From an optimization exercise on the open Yosys and OpenROAD flow, aimed at small area and a short achievable clock period; shortcuts taken in it are not production practice.
Where RTL was checked, it was by simulation tests only, not by an equivalence proof against the original.
For run 1, only the layout was checked, not whether the RTL still works.
Power and IR drop assume default switching activity.

==> flow/design.v, too long to show whole: its modules and the start of the top module <==
// module alu: 986 lines
// module cpa: 137 lines
// module ltu: 3 lines
// module mulov: 62 lines
// module ovtab: 18 lines
// module sfx4: 6 lines
// module ao8: 3 lines
// module ovsel: 6 lines
// module mx2: 3 lines
// module omux: 3 lines
// module logic_unit: 14 lines
// module fa: 4 lines
// module ha: 4 lines
module alu #(
    parameter DATA_WIDTH = 32,
    parameter INST_WIDTH = 4
)(
    input                   i_clk,
    input                   i_rst_n,
    input  [DATA_WIDTH-1:0] i_data_a,
    input  [DATA_WIDTH-1:0] i_data_b,
    input  [INST_WIDTH-1:0] i_inst,
    input                   i_valid,
    output [DATA_WIDTH-1:0] o_data,
    output                  o_overflow,
    output                  o_valid
);
  // ...
==> flow/flow/run.sh <==
#!/bin/bash
# The standard ORFS layout (standard synthesis included), with two
# changes to how it is made:
#  - the port buffers are plain buffers (buf_4) rather than the delay cell
#    that buffer_ports picks on its own; every port still gets its buffer;
set -uo pipefail
MARGIN=7
export BUFFER_PORTS_ARGS="-buffer_cell sky130_fd_sc_hd__buf_4"
bash standard.sh SETUP_SLACK_MARGIN=$MARGIN finish > flow_make.log 2>&1
status=$?
cp -r orfs/logs flow_logs 2>/dev/null || true
exit $status
==> flow/standard.sh <==
#!/bin/bash
# synth_recipe.tcl (not shown) runs the flow's synth.tcl, then flattens the netlist and writes it again
# the make line also repeats each setting of config.mk as NAME=value (left out here)
make -C /OpenROAD-flow-scripts/flow DESIGN_CONFIG=/design/flow/config.mk WORK_HOME=/design/flow/orfs CLKGATE_MAP_FILE= SYNTH_SCRIPT=/design/flow/synth_recipe.tcl "${@:-finish}"
==> flow/config.mk <==
export PLATFORM = sky130hd
export DESIGN_NAME = alu
export DESIGN_NICKNAME = alu
export VERILOG_FILES = /design/flow/design.v
export SDC_FILE = /design/flow/constraint.sdc
export NUM_CORES = 4
export LEC_CHECK = 0
export CAP_MARGIN = 20
export CORE_MARGIN = 2
export CORE_UTILIZATION = 45
export PLACE_DENSITY = 0.6
export SLEW_MARGIN = 20
export SYNTH_HIERARCHICAL = 1
export SYNTH_MINIMUM_KEEP_SIZE = 0
==> flow/constraint.sdc <==
create_clock -name core_clock -period 13.0 [get_ports {i_clk}]
set_input_delay 2.6000 -clock core_clock [delete_from_list [all_inputs] [get_ports {i_clk}]]
set_output_delay 2.6000 -clock core_clock [all_outputs]
set_load 0.01 [all_outputs]
==> flow_summary.ini, run 1 <==
[floorplan]
core_sq_mm = 0.0420
ios = 105

[power_and_ir_drop]
p_leak_nw = 8.71

[sta]
worst_slack_ps = 6930
setup_viol = 0
whs_ps = 1970

[clock_tree]
cts_root_buf = clkbuf_16

[synth]
synth.area.top_cells = fa_1 23%, xnor2_1 15%, a22oi_1 12%
async_reset_ff_frac = 0.00926
synth-edff-count = 0
syn_inst = 2034
syn_area_sq_mm = 0.0192

[finish]
largest_registers = cs_r (96), ovi_r (10)
diodes = 0
seq_share = 0.102
final_common_cell = xnor2_1
dominant_cells = multi-input gates

[route]
num_vias = 16700
met1Wirelength_um = 28300
via_per_inst = 6.51
wl_met3_um = 6360

[global_routing]
grt_first_pass_wirelength_um = 107000
grt_max_degree = 76

[critical_path]
critPathArrivalTime_ps = 3470
worstPathRequired_ps = 10400
crit_buf_inv = 3

[run_status]
status = complete, no violations

[placed_design]
gp_congestion = 0.981
==> run 2, diff against run 1 <==
--- a/flow/design.v
+++ b/flow/design.v
@@ -890,26 +890,28 @@
                   ge32, ge31,
                   a[31] ^ b[31],                             
                   (a[31] & b[0]) ^ (b[31] & a[0]),           
                   a[31] ^ b[31] ^ sub};                      
 reg [95:0] cs_r;
 reg        sub_r;
 reg [9:0]  ovi_r;
 reg        valid_r;
-always @(posedge i_clk) begin
-    cs_r  <= cs_w;
-    sub_r <= sub;
-    ovi_r <= ovi;
-end
 always @(posedge i_clk or negedge i_rst_n) begin
-    if (~i_rst_n)
+    if (~i_rst_n) begin
+        cs_r    <= 96'd0;
+        sub_r   <= 1'b0;
+        ovi_r   <= 10'd0;
         valid_r <= 1'b0;
-    else
+    end else begin
+        cs_r    <= cs_w;
+        sub_r   <= sub;
+        ovi_r   <= ovi;
         valid_r <= i_valid;
+    end
 end
 wire fs225, fc225;
 ha u_ha225 (.x(cs_r[4]), .y(cs_r[5]), .s(fs225), .c(fc225));
 wire fs226, fc226;
 ha u_ha226 (.x(cs_r[7]), .y(cs_r[8]), .s(fs226), .c(fc226));
 wire fs227, fc227;
 fa u_fa227 (.x(cs_r[11]), .y(cs_r[9]), .z(cs_r[10]), .s(fs227), .c(fc227));
 wire fs228, fc228;
@@ -975,18 +977,18 @@
 cpa u_cpa (.x(tr0), .y(tr1), .sub(sub_r), .s(s), .c31(c31), .p31(p31),
            .g31(g31), .q32(q32));
 wire [3:0] ovt;
 ovtab u_ovtab (.mul_s(ovi_r[9]), .mul_u(ovi_r[8]), .add(ovi_r[7]), .cout(ovi_r[6]),
                .bout(ovi_r[5]), .ge32(ovi_r[4]), .ge31(ovi_r[3]), .sneg(ovi_r[2]),
                .k32(ovi_r[1]), .x31(ovi_r[0]), .t(ovt));
 wire ov;
 ovsel u_ovsel (.t(ovt), .p31(p31), .g31(g31), .q32(q32), .c31(c31), .y(ov));
-assign o_data     = s & {32{valid_r}};
-assign o_overflow = ov & valid_r;
+assign o_data     = s;
+assign o_overflow = ov;
 assign o_valid    = valid_r;
 endmodule
 module cpa (
     input  [32:0] x, y,
     input         sub,
     output [31:0] s,
     output        c31, p31, g31, q32    
 );                                      
==> flow/flow/run.sh (replaced) <==
#!/bin/bash
# The standard ORFS layout (standard synthesis included), with two
# changes to how it is made:
#  - the port buffers are plain buffers (buf_4) rather than the delay cell
#    that buffer_ports picks on its own; every port still gets its buffer;
set -uo pipefail
MARGIN=6.5
export BUFFER_PORTS_ARGS="-buffer_cell sky130_fd_sc_hd__buf_4"
bash standard.sh SETUP_SLACK_MARGIN=$MARGIN finish > flow_make.log 2>&1
status=$?
cp -r orfs/logs flow_logs 2>/dev/null || true
exit $status
==> run 2 against run 1 <==
Against the previous run: still clean on timing, DRC and antenna; utilization down 2.2 points; first-iteration DRC count down 7.3%; flip-flop and latch count unchanged; routed wire length decreased by 5.3%; via count decreased by 3.4%; clock-buffer cell count is 2 higher; maximum frequency fell by 4.5%; clock power down 2%; power fell by 1.6%; combinational power decreased by 2%; largest power group unchanged; highest routed layer is now met4.
==> flow_summary.ini, run 2 <==
[finish]
final_core_util = 0.483
layout_common_cells = 298 x a22oi_1, 294 x xnor2_1, 225 x fa_1
drive_gt1_frac = 0.126
seqCellArea_sq_mm = 0.00270
final_common_cell = a22oi_1
fillCellCount = 4000
largest-register = cs_r
final_nets = 2367
largest_reg_flops = 96
instances_no_fill = 2497
diodes = 0
area_growth_pct = 6.38
largest_registers = cs_r (96), ovi_r (10)
multi_input_area_sq_mm = 0.0158

[placed_design]
dp_hpwl_um = 45200
gp_congestion = 0.903
dp_cells = 2479
numPortBuffers = 104

[global_routing]
grt_pass1_vias = 17100
grt_overflow = 0
antenna_found_initial = 0
track_usage = 0.310
grt_max_degree = 91
grt_first_pass_wirelength_um = 103000

[power_and_ir_drop]
power_density_mw_per_mm2 = 137
p_sw_mw = 1.35
power_frac_seq = 0.145
combPwrFrac = 0.756
ir_drop_mv = 0.0826
p_leak_nw = 8.85
p_int_mw = 1.49
pwr-share-clk = 0.099
finalPower_mw = 2.84
p_sw_frac = 0.477

[synth]
synthFlopType = dfrtp_1
synth-seq-area-share = 0.139
syn_area_sq_mm = 0.0194
synth_warnings = 8
syn_nets = 2404
synth_top_area_frac = 0.232
synth_most_common_cell = a22oi_1
yosys.cell_types.count = 83
syn_inst = 1983
syn_area_per_cell_sq_um = 9.79
yosys-top-cells-count = 298 x a22oi_1, 294 x xnor2_1, 225 x fa_1
synth.area.top_cells = fa_1 23%, dfrtp_1 14%, xnor2_1 13%
yosys.area.top_type = fa_1
synth-seq-cells = 108
async_reset_ff_frac = 1.00
synth-edff-count = 0

[route]
drtIter0Drc = 1565
avgRoutedWirePerCell_um = 26.8
via_per_inst = 6.45
wirelength_um = 66900
drtPass1Iterations = 6
drcViolationCount = 0
antenna_left = 0
num_vias = 16100

[critical_path]
crit_top_cell = fa_1
critPathArrivalTime_ps = 6620
path_max_fanout = 75
worst_setup_path_start_kind = input port
path_cells = buf_6 -> or3b_2 -> nand2_4 -> a22oi_1 -> xor2_1 -> fa_1 -> fa_1 -> fa_1 -> fa_1 -> fa_1 -> a22oi_1 -> o21ai_0
cp_slowest_cell = or3b_2
critPathMaxStageDelay_ps = 580
end_kind = flip-flop
worstPathRequired_ps = 13270
critical_path_class = in -> reg

[floorplan]
chipWidth_um = 212
fp.dieH_um = 212
fp.dieArea_sq_mm = 0.0448
initial_core_util = 0.454
core_sq_mm = 0.0428
rows = 76
ios = 105

[sta]
min_period_ps = 6350
finalHoldViolCount = 0
worst_pin_slew_ps = 1160
tns_ps = 0
fin_crit_sh = 0.489
fmax_mhz = 157
slew_viol_final = 0
grt_setup_unrepaired = false
relSlewSlack = 0.224
setup_viol = 0

[clock_tree]
clkSlewWorstSetupHoldPaths_ps = 80
clkSinkCount = 108
h-tree-depth = 3
clock_path_buffers = 2
cts_tree = yes
cts_root_buf = clkbuf_16
cts_buffers = 9

[hold_path]
worstHoldPathType = in -> async

[flow_run]
max-cap-violations = 0

[run_status]
status = complete, no violations
run 2: cell count changes after synthesis, moves of 7 or more:
| cell | delta |
|---|---|
| dfxtp_1 | -107 |
| dfrtp_1 | +107 |
| xor2_1 | +26 |
| clkbuf_1 | -7 |
| xnor2_1 | -25 |
| and3_1 | -29 |
| nor2_1 | -8 |
run 2: worst max-delay path, delay by kind of cell:
kind                       cells  cell delay [ps]
adders and majority gates      5             2230
and+or+nand+nor                2              890
AOI/OAI and AO/OA              3              420
buffers and inverters          1              220
xor gates and xnor gates       1              180
run 2: metrics by stage:
stage          instance area (sq um)  setup slack (ps)  hold slack, ps
6_report                       20700              6650            2240
4_1_cts                        20600              6530            2260
3_5_place_dp                   20300              5960            2670
2_1_floorplan                  19400              6650            2300
3_3_place_gp                   20300              6030            2660
5_1_grt                        20700              6530            2290
run 2: power by group through the flow:
| stage | clock network (mW) | logic, mW | registers (mW) |
|---|---|---|---|
| 6_report | 0.282 | 2.15 | 0.412 |
| 3_5_place_dp | 0 | 2.15 | 0.419 |
| 3_3_place_gp | 0 | 2.12 | 0.419 |
| 5_1_grt | 0.300 | 2.39 | 0.418 |
| 2_1_floorplan | 0 | 1.41 | 0.412 |
| 4_1_cts | 0.288 | 2.17 | 0.413 |
run 2: modules after synthesis, one instance, submodules excluded, excerpt:
| module | copies in the design | cells |
|---|---|---|
| ovsel | 1 | 4 |
| alu | 1 | 1174 |
| ltu | 1 | 108 |
| fa | 225 | 1 |
| cpa | 1 | 127 |
| ovtab | 1 | 21 |
| sfx4 | 8 | 4 |
run 2: logic make-up after synthesis:
family                     count (synthesis)  synth area share
DFF                                      108             0.139
adders and majority gates                350             0.312
muxes                                     37            0.0413
buffers and inverters                    238            0.0526
xor gates and xnor gates                 336             0.152
AOI/OAI and AO/OA                        535             0.196
and+or+nand+nor                          378             0.107
other                                      1          0.000193
run 2: path summary, 6_finish.rpt:
kind	from	endpoint	slack, ps
setup / recovery	i_data_b[1]	cs_r[91]	6650
hold / removal	i_rst_n	cs_r[20]	2240
max in group asynchronous	i_rst_n	cs_r[70]	9510
min in group core_clock	i_valid	valid_r	2370
run 2: repair_timing:
action | CTS | global route
setup endpoints to repair | 10 | 16
hold buffers | 0 | 0
pin swaps | 1 | 1
buffers inserted | 2 | 0
gates resized for setup | 2 | 6
run 2: layout make-up:
type                       instances  share of cell area
clock inverter                     4             0.00164
multi-input combinational       1637               0.763
clock buffer                      12              0.0119
tap                              546              0.0331
sequential                       108               0.131
timing repair buffer             135              0.0492
inverter                          55              0.0102
run 2: routing by layer:
metal  wire length (um)  global-route usage  vias up  part of all wire
li1                   -                   -     6945                 -
met1              26500               0.393     8114              0.40
met2              31500               0.505      845              0.47
met3               5450              0.0553      205             0.081
met4               3520               0.167        0             0.053
met5                  0                   0        -                 0
==> run 3, diff against run 2 <==
--- a/flow/flow/run.sh
+++ b/flow/flow/run.sh
@@ -4,7 +4,7 @@
 #  - the port buffers are plain buffers (buf_4) rather than the delay cell
 #    that buffer_ports picks on its own; every port still gets its buffer;
 set -uo pipefail
-MARGIN=6.5
+MARGIN=6.75
 export BUFFER_PORTS_ARGS="-buffer_cell sky130_fd_sc_hd__buf_4"
 bash standard.sh SETUP_SLACK_MARGIN=$MARGIN finish > flow_make.log 2>&1
 status=$?
==> run 3 against run 2 <==
Against the previous run: maximum frequency grew 2.7%; non-clock buffer count grew 14; worst setup slack gained 170 ps; critical endpoint unchanged; cell count grew 0.56%; via count grew 2.6%; largest power group unchanged; clock power is essentially flat; sequential share of layout area shrank 0.16 points; synthesized area is the same; first-iteration DRC count grew 11%; combinational power grew 3%.
==> flow_summary.ini, run 3 <==
[sta]
whs_ps = 2270
slew_viol_final = 0
min_period_ps = 6190
fmax_mhz = 162
worst_slack_ps = 6810
tns_ps = 0
finalHoldViolCount = 0
setup_viol = 0
grt_setup_unrepaired = true
worst_pin_slew_ps = 962
relSlewSlack = 0.357
fin_crit_sh = 0.476

[placed_design]
gp_congestion = 0.922
place_ws_ps = 6200
numPortBuffers = 104
dp_hpwl_um = 46400

[synth]
syn_nets = 2404
syn_inst = 1983
synth-seq-cells = 108
syn_area_per_cell_sq_um = 9.79
synth-seq-area-share = 0.139
yosys-top-cells-count = 298 x a22oi_1, 294 x xnor2_1, 225 x fa_1
synth_most_common_cell = a22oi_1
syn_area_sq_mm = 0.0194
synth_warnings = 8
synth_top_area_frac = 0.232
async_reset_ff_frac = 1.00
synthFlopType = dfrtp_1
synth-edff-count = 0
yosys.area.top_type = fa_1
synth.area.top_cells = fa_1 23%, dfrtp_1 14%, xnor2_1 13%
yosys.cell_types.count = 83

[power_and_ir_drop]
power_density_mw_per_mm2 = 139
ir_drop_mv = 0.0973
p_leak_nw = 8.91

[floorplan]
rows = 76
chipWidth_um = 212
core_sq_mm = 0.0428
ios = 105
fp.dieArea_sq_mm = 0.0448
initial_core_util = 0.454
fp.dieH_um = 212

[finish]
final_common_cell = a22oi_1
final_nets = 2382
final_core_util = 0.489
largest-register = cs_r
diodes = 0
drive_gt1_frac = 0.138
layout_common_cells = 298 x a22oi_1, 294 x xnor2_1, 225 x fa_1
area_growth_pct = 7.65
fillCellCount = 3975
largest_reg_flops = 96
largest_registers = cs_r (96), ovi_r (10)

[critical_path]
critPathMaxStageDelay_ps = 580
path_max_fanout = 14
worstPathRequired_ps = 13250
path_cells = buf_4 -> nand2b_1 -> o21ai_2 -> a22oi_1 -> xnor2_1 -> fa_1 -> fa_1 -> fa_1 -> fa_1 -> fa_1 -> a22oi_1 -> o21ai_0
end_kind = flip-flop
critical_path_class = in -> reg
crit_family = adder cells
worst_setup_path_start_kind = input port
crit_top_cell = fa_1
crit_buf_inv = 1
critPathArrivalTime_ps = 6440
cp_slowest_cell = o21ai_2

[run_status]
status = complete, no violations

[route]
antenna_left = 0
wirelength_um = 69000
num_vias = 16500
met1Wirelength_um = 27700
avgRoutedWirePerCell_um = 27.5
drtIter0Drc = 1735
met2_length_um = 31800
topRoutingLayerUsed = met4
wl_met3_um = 5940
drtPass1Iterations = 7
drcViolationCount = 0
via_per_inst = 6.58

[clock_tree]
clkSinkCount = 108
cts_tree = yes
cts_buffers = 9
h-tree-depth = 3
postCtsHoldBufs = 0
clock_path_buffers = 2
cts_root_buf = clkbuf_16
clkSlewWorstSetupHoldPaths_ps = 80

[flow_run]
max-cap-violations = 0

[global_routing]
grt_max_degree = 76
grt_pass1_vias = 16900
track_usage = 0.313
antenna_found_initial = 0
grt_first_pass_wirelength_um = 104000
grt_overflow = 0

[hold_path]
worstHoldPathType = in -> async
==> run 3: cell counts after synthesis <==
Identical to the previous run, type by type.
==> run 3: power by group <==
group / internal (mW) / leakage [nW] / switching, mW
combinational: 0.992 / 7.34 / 1.22
clock: 0.135 / 0.125 / 0.145
sequential: 0.383 / 1.44 / 0.0300
total: 1.51 / 8.91 / 1.39
==> run 3: worst max-delay path by stage <==
stage / startpoint / end / slack [ps] / cells past startpoint
5_1_grt: i_data_b[6] / cs_r[91] / 6730 / 12
3_3_place_gp: i_inst[2] / ovi_r[3] / 6260 / 11
4_1_cts: cs_r[45] / o_data[26] / 6760 / 11
3_5_place_dp: i_inst[2] / ovi_r[3] / 6200 / 11
2_1_floorplan: i_data_b[1] / cs_r[91] / 6760 / 13
6_report: i_data_b[6] / cs_r[91] / 6810 / 12
==> run 3: Yosys stat by module, one instance, submodules excluded, excerpt <==
module / times used / flip-flops and latches
alu: 1 / 108
ao8: 8 / 0
ha: 63 / 0
ltu: 1 / 0
mx2: 1 / 0
ovtab: 1 / 0
sfx4: 8 / 0
==> run 3: layout make-up <==
cell class                      count  area [sq um]  area share
Multi-Input combinational cell   1638         15900       0.760
Sequential cell                   108          2700       0.129
Timing Repair Buffer              149          1140      0.0546
Tap cell                          546           683      0.0327
Clock buffer                       12           246      0.0118
Inverter                           55           223      0.0107
Clock inverter                      3          23.8     0.00114
==> run 3: cell families (layout without fill, tap and decap cells) <==
| family | count (synthesis) | in the layout | share of synthesized area |
|---|---|---|---|
| XOR/XNOR | 336 | 336 | 0.152 |
| AND/OR/NAND/NOR | 378 | 378 | 0.107 |
| AO/OA/AOI/OAI | 535 | 536 | 0.196 |
| buffers and inverters | 238 | 219 | 0.0526 |
| other | 1 | 1 | 0.000193 |
| flip-flops | 108 | 108 | 0.139 |
| adder cells (fa/ha/maj) | 350 | 350 | 0.312 |
| multiplexers | 37 | 37 | 0.0413 |
==> run 3: through the flow <==
stage	cells	instance area (sq um)	total power, mW
finish	2511	20900	2.90
global route	2511	20900	3.14
CTS	2498	20700	2.90
detailed placement	2481	20300	2.61
global placement	2481	20300	2.58
floorplan	1983	19400	1.82
==> run 3: layer usage <==
metal  vias to the layer above  global-route usage
met2                       930               0.496
met5                         -                   0
met1                      8419               0.410
li1                       6982                   -
met4                         0               0.164
met3                       191              0.0577
==> run 3: repair_timing <==
action,4_1_cts,5_1_grt
pin swaps,2,9
gates cloned,0,1
resized for setup,8,27
setup endpoints to repair,20,52
buffers inserted,2,12
==> run 4, diff against run 3 <==
--- a/flow/flow/run.sh
+++ b/flow/flow/run.sh
@@ -4,7 +4,7 @@
 #  - the port buffers are plain buffers (buf_4) rather than the delay cell
 #    that buffer_ports picks on its own; every port still gets its buffer;
 set -uo pipefail
-MARGIN=6.75
+MARGIN=7
 export BUFFER_PORTS_ARGS="-buffer_cell sky130_fd_sc_hd__buf_4"
 bash standard.sh SETUP_SLACK_MARGIN=$MARGIN finish > flow_make.log 2>&1
 status=$?
==> run 4 against run 3 <==
Against the previous run: worst hold slack got worse by 9.8 ps; highest routed layer is now met5; clock-buffer cell count fell by 3; critical path depth rose by 2; still clean on timing, DRC and antenna; largest cell class unchanged; critical path type is now reg -> out.
==> flow_summary.ini, run 4 <==
[run_status]
status = complete, no violations

[synth]
yosys.cell_types.count = 83
syn_inst = 1983
async_reset_ff_frac = 1.00
syn_nets = 2404
synth-edff-count = 0
synth_top_area_frac = 0.232
syn_area_sq_mm = 0.0194
yosys.area.top_type = fa_1
synth-seq-cells = 108
synth.area.top_cells = fa_1 23%, dfrtp_1 14%, xnor2_1 13%
yosys-top-cells-count = 298 x a22oi_1, 294 x xnor2_1, 225 x fa_1
synth-seq-area-share = 0.139
synth_warnings = 8
synthFlopType = dfrtp_1
syn_area_per_cell_sq_um = 9.79
synth_most_common_cell = a22oi_1

[global_routing]
globalRouteMet3Util = 0.0583
track_usage = 0.314
antenna_found_initial = 2
grt_pass1_vias = 16700
grt_max_degree = 76
grtUsageMet2 = 0.508
globalRouteMet1Util = 0.406
grt_first_pass_wirelength_um = 104000
grt_overflow = 0
busiest_layer = met2

[floorplan]
fp.dieArea_sq_mm = 0.0448
chipWidth_um = 212
rows = 76
fp.dieH_um = 212
core_sq_mm = 0.0428
ios = 105
initial_core_util = 0.454

[power_and_ir_drop]
p_int_mw = 1.54
finalPower_mw = 2.96
power_density_mw_per_mm2 = 138
combPwrFrac = 0.765
p_sw_mw = 1.41
pwr-share-clk = 0.096
p_sw_frac = 0.478
p_leak_nw = 9.03
power_frac_seq = 0.139
ir_drop_mv = 0.101

[clock_tree]
h-tree-depth = 3
cts_root_buf = clkbuf_16
clkSlewWorstSetupHoldPaths_ps = 80
cts_tree = yes
cts_buffers = 9
postCtsHoldBufs = 0
clkSinkCount = 108
clock_path_buffers = 2

[finish]
largest_registers = cs_r (96), ovi_r (10)
multi_input_area_sq_mm = 0.0162
area_growth_pct = 10.6
largest_reg_flops = 96
fillCellCount = 3939
layout_common_cells = 297 x a22oi_1, 294 x xnor2_1, 217 x fa_1
final_common_cell = a22oi_1
instances_no_fill = 2525
largest-register = cs_r
seqCellArea_sq_mm = 0.00270
diodes = 0
drive_gt1_frac = 0.167
final_core_util = 0.502
final_nets = 2395
stdcell_area_sq_mm = 0.0215

[sta]
relSlewSlack = 0.376
tns_ps = 0
setup_viol = 0
fin_crit_sh = 0.461
whs_ps = 2260
worst_slack_ps = 7010
finalHoldViolCount = 0
slew_viol_final = 0
worst_pin_slew_ps = 933
min_period_ps = 5990
fmax_mhz = 167
grt_setup_unrepaired = true

[hold_path]
worstHoldPathType = in -> async

[placed_design]
placed_area_sq_mm = 0.0204
dp_hpwl_um = 46000
place_ws_ps = 6130
dp_cells = 2478
numPortBuffers = 104
gp_congestion = 0.910

[critical_path]
path_max_fanout = 5
worstPathRequired_ps = 10400
worst_setup_path_start_kind = flip-flop
critPathArrivalTime_ps = 3390
critical_path_class = reg -> out
end_kind = output pin

[route]
drtPass1Iterations = 8
drcViolationCount = 0
antenna_left = 0
drtIter0Drc = 1836
wirelength_um = 69400
avgRoutedWirePerCell_um = 27.5
via_per_inst = 6.59
num_vias = 16600

[flow_run]
max-cap-violations = 0
[run 4: power by group through the flow]
| stage | logic [mW] | registers (mW) | clock network (mW) |
|---|---|---|---|
| finish | 2.26 | 0.413 | 0.284 |
| CTS | 2.24 | 0.413 | 0.291 |
| detailed placement | 2.20 | 0.419 | 0 |
| global route | 2.49 | 0.419 | 0.304 |
| global placement | 2.17 | 0.420 | 0 |
| floorplan | 1.43 | 0.412 | 0 |
[run 4: layout make-up]
cell class | instances | share of cell area
Multi-Input combinational cell | 1639 | 0.754
Sequential cell | 108 | 0.126
Timing Repair Buffer | 160 | 0.0644
Tap cell | 546 | 0.0318
Inverter | 55 | 0.0110
Clock buffer | 9 | 0.0105
Clock inverter | 7 | 0.00227
Timing Repair inverter | 1 | 0.000233
[run 4: logic make-up (layout without fill, tap and decap cells)]
| group | count (synthesis) | in the layout | share of synthesized area |
|---|---|---|---|
| fa+ha+maj | 350 | 350 | 0.312 |
| flops | 108 | 108 | 0.139 |
| compound gates | 535 | 536 | 0.196 |
| other cells | 1 | 1 | 0.000193 |
| simple gates | 378 | 379 | 0.107 |
| mux | 37 | 37 | 0.0413 |
| buf+inv | 238 | 232 | 0.0526 |
| xor+xnor | 336 | 336 | 0.152 |
[run 4: per-module statistics from Yosys (local to each module, per instance)]
module	cells	flip-flops and latches	copies in the design	area, sq um
omux	1	0	2	22.5
cpa	127	0	1	913
mx2	1	0	1	15.0
logic_unit	79	0	1	1050
ltu	108	0	1	777
ha	1	0	63	12.5
sfx4	4	0	8	27.5
mulov	107	0	1	825
ao8	5	0	8	36.3
fa	1	0	225	20.0
ovsel	4	0	1	27.5
ovtab	21	0	1	136
alu	1174	108	1	9830
[run 4: worst paths after layout]
path                          start    endpoint  slack [ps]  depth (start not counted)
min in group core_clock     i_valid     valid_r        2370                          1
max in group asynchronous   i_rst_n    cs_r[73]        9490                          2
worst max-delay path       cs_r[11]  o_data[22]        7010                         14
worst min-delay path        i_rst_n    cs_r[28]        2260                          1
[run 4: repair_timing]
| item | CTS | global route |
|---|---|---|
| gates resized for setup | 49 | 55 |
| gates cloned | 2 | 3 |
| setup endpoints to repair | 72 | 60 |
| pin swaps | 32 | 29 |
| buffers inserted | 17 | 9 |
[run 4: layer usage]
metal / vias up / share of wire
met5: - / 0.00039
met4: 4 / 0.050
met3: 201 / 0.089
met2: 978 / 0.47
met1: 8460 / 0.39
li1: 7005 / -
[run 4: critical path, stage by stage, from the launching register on]
cell,delay (ps)
dfrtp_1,400
fa_1,580
ha_4,210
a21o_1,160
nor3b_2,150
nor3_2,100
buf_4,170
o31ai_4,60
buf_6,170
a31o_1,240
a31o_1,180
ha_2,170
nor2_2,110
xnor2_1,130
buf_4,160
==> run 5, diff against run 4 <==
==> flow/flow/run.sh (replaced) <==
#!/bin/bash
# The standard ORFS layout (standard synthesis included), with two
# changes to how it is made:
#  - the port buffers are plain buffers (buf_2) rather than the delay cell
#    that buffer_ports picks on its own; every port still gets its buffer;
set -uo pipefail
MARGIN=7
export BUFFER_PORTS_ARGS="-buffer_cell sky130_fd_sc_hd__buf_2"
bash standard.sh SETUP_SLACK_MARGIN=$MARGIN finish > flow_make.log 2>&1
status=$?
cp -r orfs/logs flow_logs 2>/dev/null || true
exit $status
==> run 5 against run 4 <==
Against the previous run: routed wire length is 3.3% higher; power rose by 0.63%; via count is 1.4% higher; clock-buffer cell count did not move; critical endpoint is now o_data[20]; maximum frequency decreased by 1.1%; sequential share of layout area shrank 0.088 points; synthesized area unchanged; first-iteration DRC count up 3.4%; synthesized cell count unchanged; utilization is 0.35 points higher; combinational power hardly changed.
==> flow_summary.ini, run 5 <==
[synth]
async_reset_ff_frac = 1.00
synth_most_common_cell = a22oi_1
synth-seq-area-share = 0.139
syn_area_per_cell_sq_um = 9.79
synth_top_family_by_area = adder cells
syn_inst = 1983
yosys.cell_types.count = 83
synth_mux_area_frac = 0.0413
yosys.area.top_type = fa_1
synthSimpleGateAreaFrac = 0.107
synth_top_area_frac = 0.232
syn_area_sq_mm = 0.0194
synth-seq-cells = 108
synth.area.top_cells = fa_1 23%, dfrtp_1 14%, xnor2_1 13%
synth-edff-count = 0
synthFlopType = dfrtp_1
yosys-top-cells-count = 298 x a22oi_1, 294 x xnor2_1, 225 x fa_1
synthAdderAreaFrac = 0.312
syn_nets = 2404
synth_compound_area_frac = 0.196
synth_warnings = 8
synth-xor-area-share = 0.152

[critical_path]
worstPathRequired_ps = 10400
path_max_fanout = 7
end_kind = output pin
worst_setup_path_start_kind = flip-flop
critPathMaxStageDelay_ps = 600
critical_path_class = reg -> out
crit_family = adder cells
critPathArrivalTime_ps = 3460
path_cells = fa_1 -> ha_4 -> a21o_1 -> nor3b_2 -> nor3_2 -> buf_4 -> o31ai_4 -> buf_6 -> a31o_1 -> buf_4 -> buf_6 -> ha_4 -> nor2_4 -> xnor2_1 -> buf_2
cp_slowest_cell = fa_1
crit_buf_inv = 5

[finish]
largest-register = cs_r
instances_no_fill = 2550
final_common_cell = a22oi_1
diodes = 0
largest_reg_flops = 96
final_core_util = 0.505
final_nets = 2422
layout_common_cells = 296 x a22oi_1, 292 x xnor2_1, 214 x fa_1
area_growth_pct = 11.4
drive_gt1_frac = 0.182
largest_registers = cs_r (96), ovi_r (10)

[power_and_ir_drop]
p_leak_nw = 9.17
ir_drop_mv = 0.0777
power_density_mw_per_mm2 = 138

[floorplan]
initial_core_util = 0.454
ios = 105
rows = 76
chipWidth_um = 212
fp.dieArea_sq_mm = 0.0448
fp.dieH_um = 212
core_sq_mm = 0.0428

[clock_tree]
h-tree-depth = 3
cts_buffers = 9
postCtsHoldBufs = 0
clock_path_buffers = 2
cts_root_buf = clkbuf_16
clkSinkCount = 108
clkSlewWorstSetupHoldPaths_ps = 70
cts_tree = yes

[placed_design]
numPortBuffers = 104
dp_hpwl_um = 46500
gp_congestion = 0.970
place_ws_ps = 6030
dp_cells = 2492

[global_routing]
track_usage = 0.324
antenna_found_initial = 1
grt_overflow = 0
grt_first_pass_wirelength_um = 108000
grt_max_degree = 61
grt_pass1_vias = 17400

[sta]
finalHoldViolCount = 0
slew_viol_final = 0
min_period_ps = 6060
worst_slack_ps = 6940
relSlewSlack = 0.381
tns_ps = 0
worst_pin_slew_ps = 926
fin_crit_sh = 0.466
whs_ps = 2240
setup_viol = 0
grt_setup_unrepaired = true
fmax_mhz = 165

[route]
wirelength_um = 71700
antenna_left = 0
avgRoutedWirePerCell_um = 28.1
drcViolationCount = 0
drtIter0Drc = 1898
drtPass1Iterations = 6
num_vias = 16900
via_per_inst = 6.62

[run_status]
status = complete, no violations

[flow_run]
max-cap-violations = 0

[hold_path]
worstHoldPathType = in -> async
==> run 5: cells by family (layout without fill, tap and decap cells) <==
family / count (synthesis) / in the layout
AOI/OAI and AO/OA: 535 / 536
xor gates and xnor gates: 336 / 336
adders and majority gates: 350 / 350
buffers and inverters: 238 / 256
DFF: 108 / 108
muxes: 37 / 37
other: 1 / 1
and+or+nand+nor: 378 / 380
==> run 5: where the power goes <==
part | switching (mW) | total (mW) | internal (mW)
logic | 1.22 | 2.23 | 1.01
clock network | 0.145 | 0.331 | 0.186
registers | 0.0299 | 0.413 | 0.383
total | 1.40 | 2.98 | 1.58
==> run 5: worst paths after layout <==
check / slack (ps) / end / cells past startpoint / from
max in group asynchronous: 9470 / cs_r[66] / 2 / i_rst_n
worst max-delay path: 6940 / o_data[20] / 15 / cs_r[11]
min in group core_clock: 2410 / valid_r / 1 / i_valid
worst min-delay path: 2240 / cs_r[29] / 1 / i_rst_n
==> run 5: per-stage QoR <==
| step | power [mW] | area, sq um |
|---|---|---|
| 2_1_floorplan | 1.84 | 19500 |
| 3_3_place_gp | 2.55 | 20200 |
| 3_5_place_dp | 2.56 | 20200 |
| 4_1_cts | 2.95 | 21200 |
| 5_1_grt | 3.23 | 21600 |
| 6_report | 2.98 | 21600 |
==> run 5: metal layers <==
metal,vias up,share of wire,global-route usage
met2,1025,0.46,0.519
met3,228,0.096,0.0583
met1,8573,0.39,0.422
met5,-,0,0
met4,0,0.055,0.162
li1,7062,-,-
==> run 5: cell type report <==
type / instances / area, sq um
repair buffers: 187 / 1480
clock inverters: 5 / 103
flip-flops and latches: 108 / 2700
multi-input cells: 1640 / 16200
clock buffers: 9 / 225
inverters: 55 / 231
fillers: 3923 / 21200
well taps: 546 / 683
==> run 5: Yosys stat by module (local to each module, per instance), a selection <==
module / area, sq um / cells
fa: 20.0 / 1
ovtab: 136 / 21
alu: 9830 / 1174
ha: 12.5 / 1
sfx4: 27.5 / 4
ao8: 36.3 / 5
logic_unit: 1050 / 79
ovsel: 27.5 / 4
ltu: 777 / 108
==> run 5: timing repair <==
action                     in CTS  in global routing
resized for setup              77                 51
gates cloned                    4                  3
setup endpoints to repair      80                 53
pin swaps                      30                 24
buffers inserted               20                 17

==> what the ideal ports hide <==
Ports are ideal in the flow. The routed layouts listed here were re-timed in OpenROAD. Step 1, drivers: a clkbuf_16 drives i_clk and a buf_2 each remaining input, both assumed. Step 2 adds t to the input delays and takes it off the output delays; t is the mean of the earliest and latest rising clock arrival at the registers after step 1. Input paths then give back, and output paths get back, about the clock's delay inside the block. Slacks: ideal ports / drivers / drivers and shift; pairs: ideal ports / drivers.
run | shift t [ns] | slack for setup (ns) | worst hold slack (ns) | worst data-port slew with drivers (ns) | cell pins on the clock port's net
run 1 | 0.434 | 6.934 / 6.880 / 6.579 | 1.974 / 1.944 / 2.378 | 0.19 | 1
run 2 | 0.449 | 6.646 / 6.620 / 6.226 | 2.240 / 2.202 / 2.650 | 0.04 | 1
run 3 | 0.446 | 6.813 / 6.822 / 6.403 | 2.271 / 2.233 / 2.679 | 0.07 | 1
run 4 | 0.444 | 7.010 / 6.955 / 6.625 | 2.261 / 2.228 / 2.672 | 0.18 | 1
run 5 | 0.444 | 6.943 / 6.885 / 6.561 | 2.239 / 2.203 / 2.647 | 0.04 | 1
After both steps setup and hold are still met in every run listed. The setup slack of run 2, which loses most, moves by -0.026 ns with the drivers and by -0.420 ns with both steps.
